This design comes from an exercise in tuning for small area on the open sky130 flow, not from production work.
The RTL was checked by simulation tests, not by an equivalence proof against the original design.
No activity file was given, so power comes from the tool's default toggle rates.

==> flow/design.v (excerpt) <==
module i2s (
	input master_enable, 
	input sdin, 
	output reg [31:0] dout_l, dout_r, 
	output reg sdout, 
	input [31:0] din_l, din_r, 
	input bclk_i, lrclk_i, 
	output bclk_o, lrclk_o, 
	input [19:0] bdiv, 
	input [7:0] lrdiv, 
	output reg [2:0] cst, nst, 
	input rstn, clk
);
reg bclk;
reg [19:0] bcnt;
wire [20:0] nb;
assign nb[0] = ~master_enable;
genvar gi;
generate for (gi = 0; gi < 20; gi = gi + 1) begin : g_nb
	assign nb[gi+1] = nb[gi] | bcnt[gi];
end endgenerate
wire bload = ~nb[20];
wire [19:0] bcnt_nx = ~(bcnt ^ nb[19:0]) & (bdiv | {20{~bload}});
always @(negedge rstn or posedge clk) begin
	if(!rstn) begin
		bcnt <= 20'd0;
		bclk <= 1'b0;
	end
	else begin
		bcnt <= bcnt_nx;
		bclk <= master_enable ? (bclk ^ bload) : bclk_i;
	end
end
assign bclk_o = bclk;
reg bclk_d;
always @(negedge rstn or posedge clk) begin
	if(!rstn) bclk_d <= 1'b0;
	else bclk_d <= bclk;
end
wire bclk_10 = bclk_d & ~bclk;
reg lrclk;
reg [7:0] lrcnt;
wire [8:0] nl;
assign nl[0] = ~(master_enable & bclk_10);
generate for (gi = 0; gi < 8; gi = gi + 1) begin : g_nl
	assign nl[gi+1] = nl[gi] | lrcnt[gi];
end endgenerate
wire lload = ~nl[8];
wire [7:0] lrcnt_nx = ~(lrcnt ^ nl[7:0]) & (lrdiv | {8{~lload}});
always @(negedge rstn or posedge clk) begin
	if(!rstn) begin
		lrcnt <= 8'd0;
		lrclk <= 1'b0;
	end
	else begin
		lrcnt <= lrcnt_nx;
		lrclk <= master_enable ? (lrclk ^ lload) : lrclk_i;
	end
end
assign lrclk_o = lrclk;
reg lrclk_d;
always @(negedge rstn or posedge clk) begin
	if(!rstn) lrclk_d <= 1'b0;
	else lrclk_d <= lrclk;
end
wire lrclk_01 = ~lrclk_d & lrclk;
wire lrclk_10 = lrclk_d & ~lrclk;
localparam
	start_l = 3'd5, channel_l = 3'd4, idle_l = 3'd3, 
	start_r = 3'd2, channel_r = 3'd1, idle_r = 3'd0;
reg [4:0] ncnt;
wire in_chan = (cst == channel_l) | (cst == channel_r);
wire last = &ncnt;
  ...
==> flow/config.mk <==
export PLATFORM = sky130hd
export DESIGN_NAME = i2s
export DESIGN_NICKNAME = i2s
export VERILOG_FILES = /design/flow/design.v
export SDC_FILE = /design/flow/constraint.sdc
export NUM_CORES = 4
export LEC_CHECK = 0
export ABC_AREA = 1
export CAP_MARGIN = 20
export CORE_MARGIN = 2
export CORE_UTILIZATION = 70
export SLEW_MARGIN = 20
==> flow/constraint.sdc <==
create_clock -name core_clock -period 6.0 [get_ports {clk}]
set_input_delay 1.2000 -clock core_clock [delete_from_list [all_inputs] [get_ports {clk}]]
set_output_delay 1.2000 -clock core_clock [all_outputs]
set_load 0.01 [all_outputs]
standard.sh (not shown) runs the stock make flow with config.mk's settings and CLKGATE_MAP_FILE= SYNTH_SCRIPT=/design/flow/synth_recipe.tcl, a recipe that flattens the netlist after the stock synthesis.
==> flow/flow/run.sh <==
#!/bin/bash
# Standard ORFS layout (the standard.sh) with these changes:
#  - synthesis: no half-adder extraction, and abc maps the logic for area
#    (flow/area.abc) instead of with ORFS's speed script;
#  - ports get the smallest buffer (buf_1);
#  - the clock tree uses small clock buffers in clusters of up to 16
#    flip-flops, without dummy loads.
set -euo pipefail
here=$(pwd)
export AREA_ABC_SCRIPT=$here/flow/area.abc
export BUFFER_PORTS_ARGS="-buffer_cell sky130_fd_sc_hd__buf_1"
export CTS_ARGS="-sink_clustering_enable -repair_clock_nets -dont_use_dummy_load -sink_clustering_size 16 -sink_clustering_max_diameter 50 -buf_list {sky130_fd_sc_hd__clkbuf_4 sky130_fd_sc_hd__clkbuf_8}"
sed "s|SYNTH_SCRIPT=[^ ]*|SYNTH_SCRIPT=$here/flow/synth.tcl|" standard.sh > own_standard.sh
grep -q "SYNTH_SCRIPT=$here/flow/synth.tcl" own_standard.sh
bash own_standard.sh ADDER_MAP_FILE= finish > flow_standard.log 2>&1
==> flow/flow/area.abc <==
strash
&get -n
&deepsyn -J 100 -T 120
&put
dch -f
amap
topo
stime -c
==> flow/flow/synth.tcl <==
# The standard flow's synthesis script (synth_recipe.tcl) with one change: abc maps the
# logic with the script in $::env(AREA_ABC_SCRIPT) (area-oriented) instead of
# ORFS's. Registers are mapped before abc exactly as in the standard script.
proc synth {args} { yosys synth -nofsm -noshare {*}$args }
proc abc {args} {
  set i [lsearch -exact $args -script]
  if { $i >= 0 } { lset args [expr {$i+1}] $::env(AREA_ABC_SCRIPT) }
  yosys abc {*}$args
}
source $::env(SCRIPTS_DIR)/synth.tcl
# left out here: clear keep_hierarchy, flatten, clean up, hide names made inside functions, write 1_2_yosys.v
The starting point completed with no timing, DRC or antenna violations.
Edit:
CORE_UTILIZATION = 60   (was 70)
GPL_TIMING_DRIVEN = 0   (was unset)
- sequential share of layout area falls by 1.1 points
- die area rises by 16%
- count of clock-buffer cells in the layout does not change
- non-clock buffer count falls by 10
- synthesized area stays the same
- clock power rises by about 1%
- worst setup slack got worse by 0.086 ns
- design area rises by 1.9%
- utilization falls by 11 points
Edit:
CORE_UTILIZATION = 50   (was 60)
GPL_TIMING_DRIVEN = unset   (was 0)
After rerunning: The new run ran to the end with no violations. Power goes down by a few percent. Area after synthesis is unchanged. Cell count goes up by a few percent. Via count goes down slightly. Cell area goes down slightly.

==> static timing again, ports no longer ideal <==
In the flow no input, the clock included, has a driving cell. The finished layouts below were timed again as built, in two steps. Step 1, drivers: a clkbuf_16 drives clk and a buf_2 each remaining input, both assumed. Step 2 times the ports against the registers' clock, not the clock port: input delays grow and output delays shrink by t, the midpoint of the rising clock arrivals with the driver on. a / b / c = ideal ports / drivers / drivers and shift; a / b = the first two.
run | shift t [ns] | setup WS [ns] | worst setup path after step 2 | worst slew at a driven data input, ns
the first run | 0.450 | 0.253 / 0.263 / -0.187 | input to register | 0.06
the second run | 0.468 | 0.167 / 0.178 / -0.290 | input to register | 0.05
the third run | 0.466 | 0.414 / 0.428 / -0.038 | input to register | 0.05
With both steps, setup timing fails in every run listed, where it was met with ideal ports. The setup slack of the second run, which loses most, moves by +0.011 ns with the drivers and by -0.457 ns with both steps.
